Context: an optimization exercise on an open-source flow, tuned for small area and few clock cycles. The choices shown serve that exercise and are no tape-out recipe.
In this exercise RTL edits were held to simulation tests only and were not proved equivalent to the original.
Power and IR drop assume default switching activity.

[design.v]
module GPR(
    input clk, reset,
    input [4:0] read1, read2, write,
    input [31:0] write_data,
    input write_enable,
    output [31:0] read_data1, read_data2
);
    reg [31:0] registers [0:31];  
    assign read_data1 = (reset) ? 32'b0 : registers[read1];
    assign read_data2 = (reset) ? 32'b0 : registers[read2];
    integer i;
    always @(posedge clk or posedge reset) begin
        if (reset) begin
            for (i = 0; i < 32; i = i + 1) begin
                registers[i] <= 32'b0;
            end
        end else if (write_enable && write != 5'b0) begin
            registers[write] <= write_data;
        end
    end
endmodule
module FPR(
    input clk, reset,
    input [4:0] read1, read2, write,
    input [31:0] write_data,
    input write_enable,
    output [31:0] read_data1, read_data2
);
    reg [31:0] registers [0:31];  
    assign read_data1 = (reset) ? 32'b0 : registers[read1];
    assign read_data2 = (reset) ? 32'b0 : registers[read2];
    integer i;
    always @(posedge clk or posedge reset) begin
        if (reset) begin
            for (i = 0; i < 32; i = i + 1) begin
                registers[i] <= 32'b0;
            end
        end else if (write_enable && write != 5'b0) begin
            registers[write] <= write_data;
        end
    end
endmodule
module ALU (
    input  [31:0] A,       
    input  [31:0] B,       
    input  [4:0]  ALUOp,   
    output reg [31:0] result,  
    output reg branch          
);
  localparam ALU_ADD   = 5'b00000;   
  localparam ALU_SUB   = 5'b00001;   
  localparam ALU_AND   = 5'b00010;   
  localparam ALU_OR    = 5'b00011;   
  localparam ALU_XOR   = 5'b00100;   
  localparam ALU_NOT   = 5'b00101;   
  localparam ALU_SLL   = 5'b00110;   
  localparam ALU_SRL   = 5'b00111;   
  localparam ALU_SRA   = 5'b01000;   
  localparam ALU_BEQ   = 5'b01001;   
  localparam ALU_BNE   = 5'b01010;   
  localparam ALU_BGT   = 5'b01011;   
  localparam ALU_BGTE   = 5'b01100;   
  localparam ALU_BLE   = 5'b01101;   
  localparam ALU_BLEQ   = 5'b01110;   
  localparam ALU_BLEU  = 5'b01111;   
  localparam ALU_BGTU  = 5'b10000;   
  localparam ALU_SLT   = 5'b10001;   
  localparam ALU_SEQ   = 5'b10010;   
  localparam ALU_LUI   = 5'b10011;   
  always @(*) begin
    result = 32'b0;
    branch = 1'b0;
    case (ALUOp)
      ALU_ADD:     result = A + B;
      ALU_SUB:     result = A - B;
      ALU_AND:     result = A & B;
      ALU_OR:      result = A | B;
      ALU_XOR:     result = A ^ B;
      ALU_NOT:     result = ~A;  
      ALU_SLL:     result = A << B[4:0];
      ALU_SRL:     result = A >> B[4:0];          
      ALU_SRA:     result = $signed(A) >>> B[4:0];  
      ALU_BEQ:     branch = (A == B);
      ALU_BNE:     branch = (A != B);
      ALU_BGT:     branch = ($signed(A) > $signed(B));
      ALU_BGTE:    branch = ($signed(A) >= $signed(B));
      ALU_BLE:     branch = ($signed(A) < $signed(B));
      ALU_BLEQ:    branch = ($signed(A) <= $signed(B));
      ALU_BLEU:    branch = (A < B);    
      ALU_BGTU:    branch = (A > B);    
      ALU_SLT:     result = ($signed(A) < $signed(B)) ? 32'b1 : 32'b0;
      ALU_SEQ:     result = (A == B) ? 32'b1 : 32'b0;
      ALU_LUI:     result = {B[15:0], A[15:0]};
      default: begin
        result = 32'b0;
        branch = 1'b0;
      end
    endcase
  end
endmodule
module FPU_Add (
    input  [31:0] A,     
    input  [31:0] B,     
    output reg [31:0] result
);
  reg         signA, signB, signRes;
  reg  [7:0]  expA, expB, expRes;
  reg  [22:0] fracA, fracB;
  reg  [23:0] normA, normB;
  reg  [24:0] mantA, mantB, mantSum, mantRes;
  reg  [4:0]  leadingZeros;
  integer     shift;
  function [4:0] countLeadingZeros;
    input [24:0] value;
    begin
      casex (value)
        25'b1xxxxxxxxxxxxxxxxxxxxxxxx: countLeadingZeros = 5'd0;
        25'b01xxxxxxxxxxxxxxxxxxxxxx: countLeadingZeros = 5'd1;
        25'b001xxxxxxxxxxxxxxxxxxxxx: countLeadingZeros = 5'd2;
        25'b0001xxxxxxxxxxxxxxxxxxxx: countLeadingZeros = 5'd3;
        25'b00001xxxxxxxxxxxxxxxxxxx: countLeadingZeros = 5'd4;
        25'b000001xxxxxxxxxxxxxxxxxx: countLeadingZeros = 5'd5;
        25'b0000001xxxxxxxxxxxxxxxxx: countLeadingZeros = 5'd6;
        25'b00000001xxxxxxxxxxxxxxxx: countLeadingZeros = 5'd7;
        25'b000000001xxxxxxxxxxxxxxx: countLeadingZeros = 5'd8;
        25'b0000000001xxxxxxxxxxxxxx: countLeadingZeros = 5'd9;
        25'b00000000001xxxxxxxxxxxxx: countLeadingZeros = 5'd10;
        25'b000000000001xxxxxxxxxxxx: countLeadingZeros = 5'd11;
        25'b0000000000001xxxxxxxxxxx: countLeadingZeros = 5'd12;
        25'b00000000000001xxxxxxxxxx: countLeadingZeros = 5'd13;
        25'b000000000000001xxxxxxxxx: countLeadingZeros = 5'd14;
        25'b0000000000000001xxxxxxxx: countLeadingZeros = 5'd15;
        25'b00000000000000001xxxxxxx: countLeadingZeros = 5'd16;
        25'b000000000000000001xxxxxx: countLeadingZeros = 5'd17;
        25'b0000000000000000001xxxxx: countLeadingZeros = 5'd18;
        25'b00000000000000000001xxxx: countLeadingZeros = 5'd19;
        25'b000000000000000000001xxx: countLeadingZeros = 5'd20;
        25'b0000000000000000000001xx: countLeadingZeros = 5'd21;
        25'b00000000000000000000001x: countLeadingZeros = 5'd22;
        25'b000000000000000000000001: countLeadingZeros = 5'd23;
        default: countLeadingZeros = 5'd24;  
      endcase
    end
  endfunction
  always @(*) begin
    shift = 0;
    leadingZeros = 5'd0;
    signA = A[31]; expA = A[30:23]; fracA = A[22:0]; normA = {1'b1, fracA};
    signB = B[31]; expB = B[30:23]; fracB = B[22:0]; normB = {1'b1, fracB};
    if(expA >= expB) begin
      shift = expA - expB;
      mantA = {1'b0, normA};
      mantB = {1'b0, normB} >> shift;
      expRes = expA;
    end else begin
      shift = expB - expA;
      mantA = {1'b0, normA} >> shift;
      mantB = {1'b0, normB};
      expRes = expB;
    end
    if(signA == signB) begin
      mantSum = mantA + mantB;
      signRes = signA;
    end else begin
      if(mantA >= mantB) begin
        mantSum = mantA - mantB;
        signRes = signA;
      end else begin
        mantSum = mantB - mantA;
        signRes = signB;
      end
    end
    if(mantSum[24]) begin
      mantRes = mantSum >> 1;
      expRes = expRes + 1;
    end else begin
      leadingZeros = countLeadingZeros(mantSum);
      mantRes = mantSum << leadingZeros;
      expRes = (expRes > leadingZeros) ? expRes - leadingZeros : 0;
    end
    result = (mantSum == 0) ? 32'b0 : {signRes, expRes, mantRes[22:0]};
  end
endmodule
module FPU_Sub (
    input  [31:0] A,     
    input  [31:0] B,     
    output [31:0] result
);
  wire [31:0] B_neg;
  assign B_neg = {~B[31], B[30:0]};   
  FPU_Add add_inst (
    .A(A),
    .B(B_neg),
    .result(result)
  );
endmodule
module FPU_Compare (
    input  [31:0] A,
    input  [31:0] B,
    input  [2:0]  COMP_TYPE,  
    output reg    cc        
);
  reg        signA, signB;
  reg [7:0]  expA, expB;
  reg [22:0] fracA, fracB;
  reg        isZeroA, isZeroB;
  reg        isNaNA, isNaNB;
  integer cmp;  
  always @(*) begin
    signA = A[31];
    expA  = A[30:23];
    fracA = A[22:0];
    signB = B[31];
    expB  = B[30:23];
    fracB = B[22:0];
    isZeroA = (expA == 8'd0) && (fracA == 23'd0);
    isZeroB = (expB == 8'd0) && (fracB == 23'd0);
    isNaNA = (expA == 8'hFF) && (fracA != 0);
    isNaNB = (expB == 8'hFF) && (fracB != 0);
    if (isNaNA || isNaNB) begin
      cmp = 2;  
    end
    else if (isZeroA && isZeroB) begin
      cmp = 0;  
    end
    else if (signA != signB) begin
      cmp = (signA) ? -1 : 1;
    end
    else begin
      if (expA > expB)
        cmp = (signA == 0) ? 1 : -1;   
      else if (expA < expB)
        cmp = (signA == 0) ? -1 : 1;
      else begin
        if (fracA > fracB)
          cmp = (signA == 0) ? 1 : -1;
        else if (fracA < fracB)
          cmp = (signA == 0) ? -1 : 1;
        else
          cmp = 0;
      end
    end
    if (cmp == 2) begin
      cc = 1'b0;
    end
    else begin
      case (COMP_TYPE)
        3'd0: cc = (cmp == 0);           
        3'd1: cc = (cmp <= 0);           
        3'd2: cc = (cmp < 0);            
        3'd3: cc = (cmp >= 0);           
        3'd4: cc = (cmp > 0);            
        default: cc = 1'b0;
      endcase
    end
  end
endmodule
module FPU_Mov (
    input  [31:0] A,   
    output [31:0] result   
);
  assign result = A;
endmodule
module FPU (
    input  [31:0] A,
    input  [31:0] B,
    input  [3:0]  FPUOp,   
    output reg [31:0] result,
    output reg cc         
);
  wire [31:0] add_out, sub_out, mov_out;
  FPU_Add add_inst (
    .A(A),
    .B(B),
    .result(add_out)
  );
  FPU_Sub sub_inst (
    .A(A),
    .B(B),
    .result(sub_out)
  );
  FPU_Mov mov_inst (
    .A(A),
    .result(mov_out)
  );
  reg [2:0] comp_mode;
  wire compare_cc;
  FPU_Compare cmp_inst_eq (.A(A), .B(B), .COMP_TYPE(comp_mode) ,.cc(compare_cc));
  always @(*) begin
    comp_mode = 3'b000;
    cc = 1'b0;
    result = 32'b0;
    case (FPUOp)
      4'b0000: begin  
        result = add_out;
      end
      4'b0001: begin  
        result = sub_out;
      end
      4'b0010: begin  
        comp_mode = 3'b000; 
        cc = compare_cc;
        result = A;
      end
      4'b0011: begin  
        comp_mode = 3'b001;
        cc = compare_cc; 
        result = A;
      end
      4'b0100: begin  
        comp_mode = 3'b010; 
        cc = compare_cc; 
        result = A;
      end
      4'b0101: begin  
        comp_mode = 3'b011;
        cc = compare_cc; 
        result = A;
      end
      4'b0110: begin  
        comp_mode = 3'b100;
        cc = compare_cc; 
        result = A;
      end
      4'b0111: begin  
        result = mov_out;
      end
      default: begin
      end
    endcase
  end
endmodule
module control(
    input clk,
    input reset,
    input [5:0] opcode,
    input [5:0] funct,
    output reg [4:0] ALUOp,
    output reg ALUSrc,
    output reg MAUen,
    output reg [1:0] MAUOp,
    output reg RegDst,
    output reg RegWrite,
    output reg [1:0] MemToReg,
    output reg MemRead,
    output reg MemWrite,
    output reg Branch,
    output reg [1:0] Jump,
    output reg [3:0] FPUOp,
    output reg FPWrite,
    output reg FPWriteData,
    output reg Shift,
    output reg done
);
    always @(*) begin
        if (reset) begin
            ALUOp <= 5'b00000;
            ALUSrc <= 1'b0;
            MAUen <= 1'b0;
            MAUOp <= 2'b00;
            RegWrite <= 1'b0;
            RegDst <= 1'b0;
            MemToReg <= 2'b00;
            MemRead <= 1'b0;
            MemWrite <= 1'b0;
            Branch <= 1'b0;
            Jump <= 2'b00;
            FPUOp <= 4'b0000;
            FPWrite <= 1'b0;
            FPWriteData <= 1'b0;
            Shift <= 1'b0;
            done <= 0;
        end else begin
            ALUOp <= 5'b00000;
            ALUSrc <= 1'b0;
            MAUen <= 1'b0;
            MAUOp <= 2'b00;
            RegWrite <= 1'b0;
            RegDst <= 1'b0;
            MemToReg <= 2'b00;
            MemRead <= 1'b0;
            MemWrite <= 1'b0;
            Branch <= 1'b0;
            Jump <= 2'b00;
            FPUOp <= 4'b0000;
            FPWrite <= 1'b0;
            FPWriteData <= 1'b0;
            Shift <= 1'b0;
            done <= 1'b0;
            case (opcode)
                6'd0: begin
                    case (funct)
                        6'd0: begin  
                            ALUOp <= 5'b00110;  
                            ALUSrc <= 1'b1;
                            MAUen <= 1'b0;
                            RegWrite <= 1'b1;
                            RegDst <= 1'b1;  
                            MemToReg <= 2'b00;  
                            MemRead <= 1'b0;
                            MemWrite <= 1'b0;
                            Branch <= 1'b0;
                            Jump <= 2'b00;
                            FPUOp <= 4'b0000;
                            FPWrite <= 1'b0;
                            Shift <= 1'b1;  
                        end
                        6'd1: begin  
                            ALUOp <= 5'b00111;
                            ALUSrc <= 1'b1;
                            MAUen <= 1'b0;
                            RegWrite <= 1'b1;
                            RegDst <= 1'b1;  
                            MemToReg <= 2'b00;  
                            MemRead <= 1'b0;
                            MemWrite <= 1'b0;
                            Branch <= 1'b0;
                            Jump <= 2'b00;
                            FPUOp <= 4'b0000;
                            FPWrite <= 1'b0;
                            Shift <= 1'b1;  
                        end
                        6'd2: begin  
                            ALUOp <= 5'b00110;
                            ALUSrc <= 1'b1;
                            MAUen <= 1'b0;
                            RegWrite <= 1'b1;
                            RegDst <= 1'b1;  
                            MemToReg <= 2'b00;  
                            MemRead <= 1'b0;
                            MemWrite <= 1'b0;
                            Branch <= 1'b0;
                            Jump <= 2'b00;
                            FPUOp <= 4'b0000;
                            FPWrite <= 1'b0;
                            Shift <= 1'b1;  
                        end
                        6'd3: begin  
                            ALUOp <= 5'b01000;
                            ALUSrc <= 1'b1;
                            MAUen <= 1'b0;
                            RegWrite <= 1'b1;
                            RegDst <= 1'b1;  
                            MemToReg <= 2'b00;  
                            MemRead <= 1'b0;
                            MemWrite <= 1'b0;
                            Branch <= 1'b0;
                            Jump <= 2'b00;
                            FPUOp <= 4'b0000;
                            FPWrite <= 1'b0;
                            Shift <= 1'b1;  
                        end
                        6'd8: begin  
                            ALUOp <= 5'b00000;
                            ALUSrc <= 1'b0;
                            MAUen <= 1'b0;
                            RegWrite <= 1'b0;
                            MemRead <= 1'b0;
                            MemWrite <= 1'b0;
                            Branch <= 1'b0;
                            Jump <= 2'b10;  
                            FPUOp <= 4'b0000;
                            FPWrite <= 1'b0;
                            Shift <= 1'b0;
                        end
                        6'd28: begin  
                            ALUOp <= 5'b00000;
                            ALUSrc <= 1'b0;
                            MAUen <= 1'b1;
                            MAUOp <= 2'b00;  
                            RegWrite <= 1'b0;
                            MemRead <= 1'b0;
                            MemWrite <= 1'b0;
                            Branch <= 1'b0;
                            Jump <= 2'b00;
                            FPUOp <= 4'b0000;
                            FPWrite <= 1'b0;
                            Shift <= 1'b0;
                        end
                        6'd29: begin  
                            ALUOp <= 5'b00000;
                            ALUSrc <= 1'b0;
                            MAUen <= 1'b1;
                            MAUOp <= 2'b01;  
                            RegWrite <= 1'b0;
                            MemRead <= 1'b0;
                            MemWrite <= 1'b0;
                            Branch <= 1'b0;
                            Jump <= 2'b00;
                            FPUOp <= 4'b0000;
                            FPWrite <= 1'b0;
                            Shift <= 1'b0;
                        end
                        6'd30: begin  
                            ALUOp <= 5'b00000;
                            ALUSrc <= 1'b0;
                            MAUen <= 1'b1;
                            MAUOp <= 2'b10;  
                             RegWrite <= 1'b0;
                            MemRead <= 1'b0;
                            MemWrite <= 1'b0;
                            Branch <= 1'b0;
                            Jump <= 2'b00;
                            FPUOp <= 4'b0000;
                            FPWrite <= 1'b0;
                            Shift <= 1'b0;
                        end
                        6'd32: begin  
                            ALUOp <= 5'b00000;  
                            ALUSrc <= 1'b0;
                            MAUen <= 1'b0;
                            RegWrite <= 1'b1;   
                            RegDst <= 1'b1;  
                            MemToReg <= 2'b00;  
                            MemRead <= 1'b0;
                            MemWrite <= 1'b0;
                            Branch <= 1'b0;
                            Jump <= 2'b00;
                            FPUOp <= 4'b0000;
                            FPWrite <= 1'b0;
                            Shift <= 1'b0;
                        end
                        6'd33: begin  
                            ALUOp <= 5'b00000;  
                            ALUSrc <= 1'b0;
                            MAUen <= 1'b0;
                            RegWrite <= 1'b1;
                            RegDst <= 1'b1;  
                            MemToReg <= 2'b00;  
                            MemRead <= 1'b0;
                            MemWrite <= 1'b0;
                            Branch <= 1'b0;
                            Jump <= 2'b00;
                            FPUOp <= 4'b0000;
                            FPWrite <= 1'b0;
                            Shift <= 1'b1;  
                        end
                        6'd34: begin  
                            ALUOp <= 5'b00001;  
                            ALUSrc <= 1'b0;
                            MAUen <= 1'b0;
                            RegWrite <= 1'b1;
                            RegDst <= 1'b1;  
                            MemToReg <= 2'b00;  
                            MemRead <= 1'b0;
                            MemWrite <= 1'b0;
                            Branch <= 1'b0;
                            Jump <= 2'b00;
                            FPUOp <= 4'b0000;
                            FPWrite <= 1'b0;
                            Shift <= 1'b1;  
                        end
                        6'd35: begin  
                            ALUOp <= 5'b00001;  
                            ALUSrc <= 1'b0;
                            MAUen <= 1'b0;
                            RegWrite <= 1'b1;
                            RegDst <= 1'b1;  
                            MemToReg <= 2'b00;  
                            MemRead <= 1'b0;
                            MemWrite <= 1'b0;
                            Branch <= 1'b0;
                            Jump <= 2'b00;
                            FPUOp <= 4'b0000;
                            FPWrite <= 1'b0;
                            Shift <= 1'b1;  
                        end
                        6'd36: begin  
                            ALUOp <= 5'b00010;  
                            ALUSrc <= 1'b0;
                            MAUen <= 1'b0;
                            RegWrite <= 1'b1;
                            RegDst <= 1'b1;  
                            MemToReg <= 2'b00;  
                            MemRead <= 1'b0;
                            MemWrite <= 1'b0;
                            Branch <= 1'b0;
                            Jump <= 2'b00;
                            FPUOp <= 4'b0000;
                            FPWrite <= 1'b0;
                            Shift <= 1'b1;  
                        end
                        6'd37: begin  
                            ALUOp <= 5'b00011;  
                            ALUSrc <= 1'b0;
                            MAUen <= 1'b0;
                            RegWrite <= 1'b1;
                            RegDst <= 1'b1;  
                            MemToReg <= 2'b00;  
                            MemRead <= 1'b0;
                            MemWrite <= 1'b0;
                            Branch <= 1'b0;
                            Jump <= 2'b00;
                            FPUOp <= 4'b0000;
                            FPWrite <= 1'b0;
                            Shift <= 1'b1;  
                        end
                        6'd38: begin  
                            ALUOp <= 5'b00100;  
                            ALUSrc <= 1'b0;
                            MAUen <= 1'b0;
                            RegWrite <= 1'b1;
                            RegDst <= 1'b1;  
                            MemToReg <= 2'b00;  
                            MemRead <= 1'b0;
                            MemWrite <= 1'b0;
                            Branch <= 1'b0;
                            Jump <= 2'b00;
                            FPUOp <= 4'b0000;
                            FPWrite <= 1'b0;
                            Shift <= 1'b1;  
                        end
                        6'd39: begin  
                            ALUOp <= 5'b00101;  
                            ALUSrc <= 1'b0;
                            MAUen <= 1'b0;
                            RegWrite <= 1'b1;
                            RegDst <= 1'b1;  
                            MemToReg <= 2'b00;  
                            MemRead <= 1'b0;
                            MemWrite <= 1'b0;
                            Branch <= 1'b0;
                            Jump <= 2'b00;
                            FPUOp <= 4'b0000;
                            FPWrite <= 1'b0;
                            Shift <= 1'b1;  
                        end
                        6'd42: begin  
                            ALUOp <= 5'b10001;  
                            ALUSrc <= 1'b0;
                            MAUen <= 1'b0;
                            RegWrite <= 1'b1;
                            RegDst <= 1'b1;  
                            MemToReg <= 2'b00;  
                            MemRead <= 1'b0;
                            MemWrite <= 1'b0;
                            Branch <= 1'b0;
                            Jump <= 2'b00;
                            FPUOp <= 4'b0000;
                            FPWrite <= 1'b0;
                            Shift <= 1'b1;  
                        end
                    endcase
                end
                6'd1: begin
                    ALUOp <= 5'b00000;  
                    ALUSrc <= 1'b0;
                    MAUen <= 1'b0;
                    MemRead <= 1'b0;
                    MemWrite <= 1'b0;
                    Branch <= 1'b0;
                    Jump <= 2'b00;
                    Shift <= 1'b0;
                    if(funct != 6'd8) begin
                        RegWrite <= 1'b0;
                    end
                    else begin
                        RegWrite <= 1'b1;
                        RegDst <= 1'b1;  
                        MemToReg <= 2'b10;  
                    end
                    case (funct)
                        6'd0: begin  
                        FPUOp <= 4'b0000;  
                        FPWrite <= 1'b1;
                        FPWriteData <= 1'b0;  
                        end
                        6'd1: begin  
                        FPUOp <= 4'b0001;  
                        FPWrite <= 1'b1;
                        FPWriteData <= 1'b0;  
                        end
                        6'd6: begin  
                        FPUOp <= 4'b0111;  
                        FPWrite <= 1'b1;
                        FPWriteData <= 1'b0;  
                        end
                        6'd8: begin  
                        FPUOp <= 4'b0111;  
                        FPWrite <= 1'b0;  
                        end
                        6'd9: begin  
                        FPUOp <= 4'b0000;  
                        FPWrite <= 1'b1;
                        FPWriteData <= 1'b1;  
                        end
                        6'd24: begin  
                        FPUOp <= 4'b0010;  
                        FPWrite <= 1'b0;
                        end
                        6'd25: begin  
                        FPUOp <= 4'b0011;  
                        FPWrite <= 1'b0;
                        end
                        6'd26: begin  
                        FPUOp <= 4'b0100;  
                        FPWrite <= 1'b0;
                        end
                        6'd27: begin  
                        FPUOp <= 4'b0101;  
                        FPWrite <= 1'b0;
                        end
                        6'd28: begin  
                        FPUOp <= 4'b0110;  
                        FPWrite <= 1'b0;
                        end
                    endcase
                end
                6'd2: begin  
                    ALUOp <= 5'b00000;  
                    ALUSrc <= 1'b0;
                    MAUen <= 1'b0;
                    RegWrite <= 1'b0;
                    MemRead <= 1'b0;
                    MemWrite <= 1'b0;
                    Branch <= 1'b0;
                    Jump <= 2'b01;  
                    FPUOp <= 4'b0000;
                    FPWrite <= 1'b0;
                    Shift <= 1'b0;
                end
                6'd3: begin  
                    ALUOp <= 5'b00000;  
                    ALUSrc <= 1'b0;
                    MAUen <= 1'b0;
                    RegWrite <= 1'b1;
                    RegDst <= 1'b0;
                    MemToReg <= 2'b11;
                    MemRead <= 1'b0;
                    MemWrite <= 1'b0;
                    Branch <= 1'b0;
                    Jump <= 2'b01;  
                    FPUOp <= 4'b0000;
                    FPWrite <= 1'b0;
                    Shift <= 1'b0;
                end
                6'd8: begin  
                    ALUOp <= 5'b00000;  
                    ALUSrc <= 1'b1;
                    MAUen <= 1'b0;
                    RegWrite <= 1'b1;
                    RegDst <= 1'b0;
                    MemToReg <= 2'b00;
                    MemRead <= 1'b0;
                    MemWrite <= 1'b0;
                    Branch <= 1'b0;
                    Jump <= 2'b00;
                    FPUOp <= 4'b0000;
                    FPWrite <= 1'b0;
                    Shift <= 1'b0;
                end
                6'd9: begin  
                    ALUOp <= 5'b00000;  
                    ALUSrc <= 1'b1;
                    MAUen <= 1'b0;
                    RegWrite <= 1'b1;
                    RegDst <= 1'b0;
                    MemToReg <= 2'b00;
                    MemRead <= 1'b0;
                    MemWrite <= 1'b0;
                    Branch <= 1'b0;
                    Jump <= 2'b00;
                    FPUOp <= 4'b0000;
                    FPWrite <= 1'b0;
                    Shift <= 1'b0;
                end
                6'd10: begin  
                    ALUOp <= 5'b10001;  
                    ALUSrc <= 1'b1;
                    MAUen <= 1'b0;
                    RegWrite <= 1'b1;
                    RegDst <= 1'b0;
                    MemToReg <= 2'b00;
                    MemRead <= 1'b0;
                    MemWrite <= 1'b0;
                    Branch <= 1'b0;
                    Jump <= 2'b00;
                    FPUOp <= 4'b0000;
                    FPWrite <= 1'b0;
                    Shift <= 1'b0;
                end
                6'd11: begin  
                    ALUOp <= 5'b10010;  
                    ALUSrc <= 1'b1;
                    MAUen <= 1'b0;
                    RegWrite <= 1'b1;
                    RegDst <= 1'b0;
                    MemToReg <= 2'b00;
                    MemRead <= 1'b0;
                    MemWrite <= 1'b0;
                    Branch <= 1'b0;
                    Jump <= 2'b00;
                    FPUOp <= 4'b0000;
                    FPWrite <= 1'b0;
                    Shift <= 1'b0;
                end
                6'd12: begin  
                    ALUOp <= 5'b00010;  
                    ALUSrc <= 1'b1;
                    MAUen <= 1'b0;
                    RegWrite <= 1'b1;
                    RegDst <= 1'b0;
                    MemToReg <= 2'b00;
                    MemRead <= 1'b0;
                    MemWrite <= 1'b0;
                    Branch <= 1'b0;
                    Jump <= 2'b00;
                    FPUOp <= 4'b0000;
                    FPWrite <= 1'b0;
                    Shift <= 1'b0;
                end
                6'd13: begin  
                    ALUOp <= 5'b00011;  
                    ALUSrc <= 1'b1;
                    MAUen <= 1'b0;
                    RegWrite <= 1'b1;
                    RegDst <= 1'b0;
                    MemToReg <= 2'b00;
                    MemRead <= 1'b0;
                    MemWrite <= 1'b0;
                    Branch <= 1'b0;
                    Jump <= 2'b00;
                    FPUOp <= 4'b0000;
                    FPWrite <= 1'b0;
                    Shift <= 1'b0;
                end
                6'd14: begin  
                    ALUOp <= 5'b00100;  
                    ALUSrc <= 1'b1;
                    MAUen <= 1'b0;
                    RegWrite <= 1'b1;
                    RegDst <= 1'b0;
                    MemToReg <= 2'b00;
                    MemRead <= 1'b0;
                    MemWrite <= 1'b0;
                    Branch <= 1'b0;
                    Jump <= 2'b00;
                    FPUOp <= 4'b0000;
                    FPWrite <= 1'b0;
                    Shift <= 1'b0;
                end
                6'd15: begin  
                    ALUOp <= 5'b10011;  
                    ALUSrc <= 1'b1;
                    MAUen <= 1'b0;
                    RegWrite <= 1'b1;
                    RegDst <= 1'b0;
                    MemToReg <= 2'b00;
                    MemRead <= 1'b0;
                    MemWrite <= 1'b0;
                    Branch <= 1'b0;
                    Jump <= 2'b00;
                    FPUOp <= 4'b0000;
                    FPWrite <= 1'b0;
                    Shift <= 1'b0;
                end
                6'd24: begin  
                    ALUOp <= 5'b01001;  
                    ALUSrc <= 1'b0;
                    MAUen <= 1'b0;
                    RegWrite <= 1'b0;
                    MemRead <= 1'b0;
                    MemWrite <= 1'b0;
                    Branch <= 1'b1;
                    Jump <= 2'b00;
                    FPUOp <= 4'b0000;
                    FPWrite <= 1'b0;
                    Shift <= 1'b0;
                end
                6'd25: begin  
                    ALUOp <= 5'b01010;  
                    ALUSrc <= 1'b0;
                    MAUen <= 1'b0;
                    RegWrite <= 1'b0;
                    MemRead <= 1'b0;
                    MemWrite <= 1'b0;
                    Branch <= 1'b1;
                    Jump <= 2'b00;
                    FPUOp <= 4'b0000;
                    FPWrite <= 1'b0;
                    Shift <= 1'b0;
                end
                6'd26: begin  
                    ALUOp <= 5'b01011;  
                    ALUSrc <= 1'b0;
                    MAUen <= 1'b0;
                    RegWrite <= 1'b0;
                    MemRead <= 1'b0;
                    MemWrite <= 1'b0;
                    Branch <= 1'b1;
                    Jump <= 2'b00;
                    FPUOp <= 4'b0000;
                    FPWrite <= 1'b0;
                    Shift <= 1'b0;
                end
                6'd27: begin  
                    ALUOp <= 5'b01100;  
                    ALUSrc <= 1'b0;
                    MAUen <= 1'b0;
                    RegWrite <= 1'b0;
                    MemRead <= 1'b0;
                    MemWrite <= 1'b0;
                    Branch <= 1'b1;
                    Jump <= 2'b00;
                    FPUOp <= 4'b0000;
                    FPWrite <= 1'b0;
                    Shift <= 1'b0;
                end
                6'd28: begin  
                    ALUOp <= 5'b01101;  
                    ALUSrc <= 1'b0;
                    MAUen <= 1'b0;
                    RegWrite <= 1'b0;
                    MemRead <= 1'b0;
                    MemWrite <= 1'b0;
                    Branch <= 1'b1;
                    Jump <= 2'b00;
                    FPUOp <= 4'b0000;
                    FPWrite <= 1'b0;
                    Shift <= 1'b0;
                end
                6'd29: begin  
                    ALUOp <= 5'b01110;  
                    ALUSrc <= 1'b0;
                    MAUen <= 1'b0;
                    RegWrite <= 1'b0;
                    MemRead <= 1'b0;
                    MemWrite <= 1'b0;
                    Branch <= 1'b1;
                    Jump <= 2'b00;
                    FPUOp <= 4'b0000;
                    FPWrite <= 1'b0;
                    Shift <= 1'b0;
                end
                6'd30: begin  
                    ALUOp <= 5'b01111;  
                    ALUSrc <= 1'b0;
                    MAUen <= 1'b0;
                    RegWrite <= 1'b0;
                    MemRead <= 1'b0;
                    MemWrite <= 1'b0;
                    Branch <= 1'b1;
                    Jump <= 2'b00;
                    FPUOp <= 4'b0000;
                    FPWrite <= 1'b0;
                    Shift <= 1'b0;
                end
                6'd31: begin  
                    ALUOp <= 5'b10000;  
                    ALUSrc <= 1'b0;
                    MAUen <= 1'b0;
                    RegWrite <= 1'b0;
                    MemRead <= 1'b0;
                    MemWrite <= 1'b0;
                    Branch <= 1'b1;
                    Jump <= 2'b00;
                    FPUOp <= 4'b0000;
                    FPWrite <= 1'b0;
                    Shift <= 1'b0;
                end
                6'd35: begin  
                    ALUOp <= 5'b00000;  
                    ALUSrc <= 1'b1;
                    MAUen <= 1'b0;
                    RegWrite <= 1'b1;
                    RegDst <= 1'b0;
                    MemToReg <= 2'b01;
                    MemRead <= 1'b1;
                    MemWrite <= 1'b0;
                    Branch <= 1'b0;
                    Jump <= 2'b00;
                    FPUOp <= 4'b0000;
                    FPWrite <= 1'b0;
                    Shift <= 1'b0;
                end
                6'd43: begin  
                    ALUOp <= 5'b00000;  
                    ALUSrc <= 1'b1;
                    MAUen <= 1'b0;
                    RegWrite <= 1'b0;
                    MemRead <= 1'b0;
                    MemWrite <= 1'b1;
                    Branch <= 1'b0;
                    Jump <= 2'b00;
                    FPUOp <= 4'b0000;
                    FPWrite <= 1'b0;
                    Shift <= 1'b0;
                end
                6'd63: begin  
                    done <= 1;
                end
            endcase
         end
      end
endmodule
module datapath(
    input clk,
    input rst,
    output [9:0] imem_addr,
    input [31:0] imem_rdata,
    output [9:0] dmem_addr,
    output [31:0] dmem_wdata,
    output dmem_we,
    input [31:0] dmem_rdata,
    output done
);
    reg [31:0] PC;
    wire [31:0] Instruction;
    wire [31:0] PCNext;
    always @(posedge clk or posedge rst) begin
        if (rst) begin
            PC <= 32'b0;
        end else begin
            if (done) begin
                PC <= PC;
            end else begin
                PC <= PCNext;
            end
        end
    end
    assign imem_addr = PC[9:0];
    assign Instruction = imem_rdata;
    wire [4:0] ALUOp;
    wire ALUSrc, MAUen, RegDst, RegWrite, MemRead, MemWrite , Branch, FPWrite, FPWriteData, Shift;
    wire [1:0] MAUOp, MemToReg, Jump;
    wire [3:0] FPUOp;
    control ctrl(
        .clk(clk),
        .reset(rst),
        .opcode(Instruction[31:26]),
        .funct(Instruction[5:0]),
        .ALUOp(ALUOp),
        .ALUSrc(ALUSrc),
        .MAUen(MAUen),
        .MAUOp(MAUOp),
        .RegDst(RegDst),
        .RegWrite(RegWrite),
        .MemToReg(MemToReg),
        .MemRead(MemRead),
        .MemWrite(MemWrite),
        .Branch(Branch),
        .Jump(Jump),
        .FPUOp(FPUOp),
        .FPWrite(FPWrite),
        .FPWriteData(FPWriteData),
        .Shift(Shift),
        .done(done)
    );
    wire [31:0] GPRWrite;
    MUX2to1 mux1(
        .a({27'b0, Instruction[20:16]}),
        .b({27'b0, Instruction[15:11]}),
        .sel(RegDst),
        .out(GPRWrite)
    );
    wire [31:0] GPRRead1, GPRRead2, GPRWriteData;
    GPR gpr(
        .clk(clk),
        .reset(rst),
        .read1(Instruction[25:21]),
        .read2(Instruction[20:16]),
        .write(GPRWrite[4:0]),
        .write_data(GPRWriteData),
        .write_enable(RegWrite),
        .read_data1(GPRRead1),
        .read_data2(GPRRead2)
    );
    wire [31:0] ShiftSelect;
    MUX2to1 mux2(
        .a({16'b0, Instruction[15:0]}),
        .b({27'b0, Instruction[10:6]}),
        .sel(Shift),
        .out(ShiftSelect)
    );
    wire [31:0] ShiftExtended;
    SignExtender16to32 sign_extender(
        .in(ShiftSelect[15:0]),
        .out(ShiftExtended)
    );
    wire [31:0] ALUIn2;
    MUX2to1 mux3(
        .a(GPRRead2),
        .b(ShiftExtended),
        .sel(ALUSrc),
        .out(ALUIn2)
    );
    wire [31:0] ALUResult;
    wire branch;
    ALU alu(
        .A(GPRRead1),
        .B(ALUIn2),
        .ALUOp(ALUOp),
        .result(ALUResult),
        .branch(branch)
    );
    assign dmem_addr = ALUResult[9:0];
    assign dmem_wdata = GPRRead2;
    assign dmem_we = MemWrite;
    wire [31:0] MemReadData;
    assign MemReadData = dmem_rdata;
    wire [31:0] FPUResult;
    wire [31:0] PCPlus4;
    Adder adder1(
        .a(PC),
        .b(32'd1),
        .sum(PCPlus4)
    );
    MUX4to1 mux4(
        .a(ALUResult),
        .b(MemReadData),
        .c(FPUResult),
        .d(PCPlus4),
        .sel(MemToReg),
        .out(GPRWriteData)
    );
    wire [31:0] FPRRead1, FPRRead2;
    wire [31:0] FPRWriteData;
    MUX2to1 mux5(
        .a(FPUResult),
        .b(ALUResult),
        .sel(FPWriteData),
        .out(FPRWriteData)
    );
    FPR fpr(
        .clk(clk),
        .reset(rst),
        .read1(Instruction[25:21]),
        .read2(Instruction[20:16]),
        .write(Instruction[15:11]),
        .write_data(FPRWriteData),
        .write_enable(FPWrite),
        .read_data1(FPRRead1),
        .read_data2(FPRRead2)
    );
    wire cc;
    FPU fpu(
        .A(FPRRead1),
        .B(FPRRead2),
        .FPUOp(FPUOp),
        .cc(cc),
        .result(FPUResult)
    );
    wire [31:0] JumpAddress;
    assign JumpAddress = {PCPlus4[31:26], Instruction[25:0]};
    wire [31:0] BranchAddress;
    Adder adder2(
        .a(PCPlus4),
        .b(ShiftExtended),
        .sum(BranchAddress)
    );
    wire [31:0] BranchTarget;
    MUX2to1 mux6(
        .a(PCPlus4),
        .b(BranchAddress),
        .sel((Branch && branch)),
        .out(BranchTarget)
    );
    MUX4to1 mux7(
        .a(BranchTarget),
        .b(JumpAddress),
        .c(ALUResult),
        .d(PCPlus4),
        .sel(Jump),
        .out(PCNext)
    );
endmodule
module Adder(
    input [31:0] a, b,
    output [31:0] sum
);
    assign sum = a + b;
endmodule
module MUX2to1(
    input [31:0] a, b,
    input sel,
    output [31:0] out
);
    assign out = (sel) ? b : a;
endmodule
module MUX4to1(
    input [31:0] a, b, c, d,
    input [1:0] sel,
    output [31:0] out
);
    assign out = (sel == 2'b00) ? a :
                 (sel == 2'b01) ? b :
                 (sel == 2'b10) ? c : d;
endmodule
module SignExtender16to32(
    input [15:0] in,
    output [31:0] out
);
    assign out = { {16{in[15]}}, in };
endmodule
[run.sh]
#!/bin/bash
# synth_recipe.tcl (not shown) runs the flow's synth.tcl, then flattens the netlist and writes it again
# the make line also repeats each setting of config.mk as NAME=value (left out here)
make -C /OpenROAD-flow-scripts/flow DESIGN_CONFIG=/design/flow/config.mk WORK_HOME=/design/flow/orfs CLKGATE_MAP_FILE= SYNTH_SCRIPT=/design/flow/synth_recipe.tcl finish
[config.mk]
export PLATFORM = sky130hd
export DESIGN_NAME = datapath
export DESIGN_NICKNAME = datapath
export VERILOG_FILES = /design/flow/design.v
export SDC_FILE = /design/flow/constraint.sdc
export NUM_CORES = 8
export LEC_CHECK = 0
export CAP_MARGIN = 40
export CORE_MARGIN = 2
export CORE_UTILIZATION = 35
export SLEW_MARGIN = 30
[constraint.sdc]
create_clock -name core_clock -period 25.0 [get_ports {clk}]
set_input_delay 5.0000 -clock core_clock [delete_from_list [all_inputs] [get_ports {clk}]]
set_output_delay 5.0000 -clock core_clock [all_outputs]
set_load 0.01 [all_outputs]
==> out/metrics.yaml <==
place_congestion: 1.03
cap_violations: 0
post_route_cells_drive_above_1_share_pct: 11.7
slew_violations: 0
start_kind: "input pin"
finalCritPeriodShare_pct: 86.3
syn_area_um2: 127000
cts_htree_levels: 4
post-route-drc-count: 0
post-cts-setup-buffers: 0
grt.total_usage_pct: 39.0
switchingPower_mw: 3.02
synth_flop_cell: "dfrtp_1"
grt_pass1_vias: 126205
nNetsFinal: 15362
die-area_um2: 367000
core.rowCount: 220
status: "complete, no violations"
synthToLayoutAreaGrowth_pct: 14.2
internal_power_mw: 6.12
grt_pass1_wl_um: 1020000
synth_seq_cells: 2080
cts_tree: "built"
cts_max_path_buffers: 4
die_y_um: 606
max_freq_mhz: 46.3
maxSlewHeadroom_pct: 29.1
layout_commonest_cell: "nand2_1"
power.density_nw_per_um2: 63.2
io_buffers: 119
clock_sinks: 2080
final_cell_mix: "nand2_1, dfrtp_1, o21ai_0"
clkPwrFrac_pct: 39.4
timing.hold.ws_ps: 404
crit_top_cell: "o21ai_0"
coreArea_um2: 360000
sequentialPowerShare_pct: 38.2
clk_pin_slew_ps: 60
via_count: 139047
avgSynthCellArea_um2: 8.23
crit_buf_inv: 9
power.share.combinational_pct: 22.4
path_class: "in2reg"
cts_root_buffer: "clkbuf_16"
grt_max_degree: 170
viasPerCell: 6.93
synth_edf_count: 0
cts_buffers: 222
routed_wl_um: 741000
irDropWorstVdd_mv: 0.0547
antenna_found_initial: 60
period_needed_ps: 21580
cts_resized: 0
wl_per_cell_um: 36.9
drt_iter0_drc: 27223
synthDistinctLibCells: 135
max_slew.worst_pin.slew_ps: 1060
hold_viol: 0
grt-ovfl-total: 0
cpPeakStageDelay_ps: 890
required_ps: 25810
worstPathArrival_ps: 22390
p_sw_share_pct: 33.1
drtPass1Iterations: 14
crit_family: "simple AND/OR/NAND/NOR gates"
die_x_um: 606
ant_nets: 0
cpMaxStageDelayCell: "nor2_4"
place_hpwl_um: 475000
end_kind: "flop"
async_flop_share_pct: 100
synth_fp_nets: 15683
ctsHoldBuffers: 0
syn-instance-count: 15382
setup_tns_ps: 0
finalSetupViolCount: 0
fin_worst_skew_ps: 51.4
rsz0062_at_grt: "false"
cp_max_fo: 31
leakage_nw: 62.2
worstHoldPathType: "reg2reg"
synth_warnings: 10
insertion_delay_ps: 990
ioPinCount: 120
start_util_pct: 35.2
synth_seq_area_share_pct: 41.1
per-layer routing:
layer	vias up	track usage (%)	part of all wire, %
li1	55386	-	-
met1	66261	48.7	36
met2	13315	51.7	38
met3	4035	18.2	16
met4	50	29.1	9.8
met5	-	0.235	0.095
sequential cells by signal, indices dropped and copies added, names as in the netlist:
| signal | count |
|---|---|
| fpr.registers | 1024 |
| PC | 32 |
| gpr.registers | 1024 |
power by group through the flow:
| stage | Combinational [mW] | Clock, mW | Sequential [mW] |
|---|---|---|---|
| CTS | 1.95 | 3.57 | 3.49 |
| detailed placement | 1.94 | 0 | 3.55 |
| finish | 2.05 | 3.60 | 3.49 |
| global placement | 1.93 | 0 | 3.55 |
| global route | 2.15 | 3.71 | 3.50 |
| floorplan | 1.26 | 0 | 3.53 |
final timing paths:
kind,startpoint,to,slack (ps),cells past startpoint
max,imem_rdata[22],gpr.registers[27][28],3420,58
min,fpr.registers[0][22],fpr.registers[0][22],400,0
max reg2reg,fpr.registers[12][30],gpr.registers[27][28],9900,53
min reg2reg,fpr.registers[0][22],fpr.registers[0][22],400,0
max in group asynchronous,rst,fpr.registers[27][17],16570,12
min in group asynchronous,rst,PC[2],4560,3
stage by stage:
stage               instance area (µm²)  worst slack, ps  std cells  utilization (%)  power (mW)
global route                     145000             2790      20016             40.2        9.35
finish                           145000             3420      20077             40.2        9.14
floorplan                        127000              733      15382                -        4.79
global placement                 134000             2720      19478             37.4        5.48
detailed placement               136000             3190      19569             37.8        5.49
CTS                              144000             4110      19964             40.0        9.01
cells by family (layout without fill, tap and decap cells):
| group | count (synthesis) | in the layout | share of synthesized area (%) |
|---|---|---|---|
| buffers and inverters | 1655 | 1505 | 5.26 |
| AO/OA/AOI/OAI | 5652 | 5652 | 28.9 |
| flip-flops | 2080 | 2080 | 41.1 |
| AND/OR/NAND/NOR | 5175 | 5175 | 17.6 |
| XOR/XNOR | 135 | 135 | 0.954 |
| other | 0 | 72 | 0 |
| adder cells (fa/ha/maj) | 235 | 235 | 2.38 |
| multiplexers | 450 | 450 | 3.87 |
synthesized netlist by cell type, types with 22 or more instances:
library cell     n  share of area [%]
nand2_1       3140                9.3
dfrtp_1       2080                 41
o21ai_0       1922                7.6
a22oi_1       1870                 11
clkbuf_1      1042                3.1
nor2_1         795                2.4
a21oi_1        534                2.1
nor3_1         262                1.0
inv_1          250               0.74
mux2_2         237                2.1
ha_1           225                2.2
nand3_1        216               0.85
o21ai_1        212               0.84
mux2i_1        203                1.6
buf_1          195               0.58
a211oi_1       189                1.1
nor4_1         151               0.75
nand4_1        140               0.69
or3_1          103               0.51
xnor2_1        103               0.71
buf_2           81               0.32
o211ai_1        74               0.44
a21o_1          69               0.41
o22ai_1         69               0.34
and3_1          64               0.32
a31oi_1         62               0.31
nand2b_1        61               0.30
a221oi_1        60               0.41
o21a_1          58               0.34
o31ai_1         58               0.34
o221ai_1        46               0.32
and2_1          41               0.20
o21bai_1        41               0.24
a22o_1          37               0.26
buf_4           37               0.22
nor2b_1         37               0.18
or2_2           31               0.15
xor2_1          30               0.21
o21ai_2         27               0.19
a2111oi_0       24               0.17
a211o_1         22               0.15
final cells by class:
| cell class | count | area, µm² |
|---|---|---|
| sequential | 2080 | 52000 |
| timing repair buffer | 844 | 7960 |
| fill | 36157 | 215000 |
| inverter | 266 | 1010 |
| tap | 4773 | 5970 |
| clock inverter | 87 | 1180 |
| clock buffer | 308 | 6470 |
| antenna | 72 | 180 |
| multi-input combinational | 11647 | 69900 |
Testbench counts, summed over its fixed seeds: cycles 77,863.

-- what the ideal ports hide --
Ports are ideal in the flow. The routed layout listed here was re-timed in OpenROAD. Step 1, drivers: a clkbuf_16 drives clk and a buf_2 each remaining input, both assumed. Step 2 moves the port delays by t, midway between the first and last clock arrival at a register: inputs arrive t later, outputs are due t later. That takes back most of the time a late clock gives input paths. Slacks: ideal ports / drivers / drivers and shift; pairs: ideal ports / drivers.
t, ns: 1.080
setup WS [ns]: 3.422 / 3.502 / 2.422
hold slack, ns: 0.404 / 0.404 / 0.404
worst slew at a driven data input, ns: 0.17
pins driven straight from the clock port: 1
After both steps setup and hold are still met in this run. The setup slack of this run moves by +0.080 ns with the drivers and by -1.000 ns with both steps.
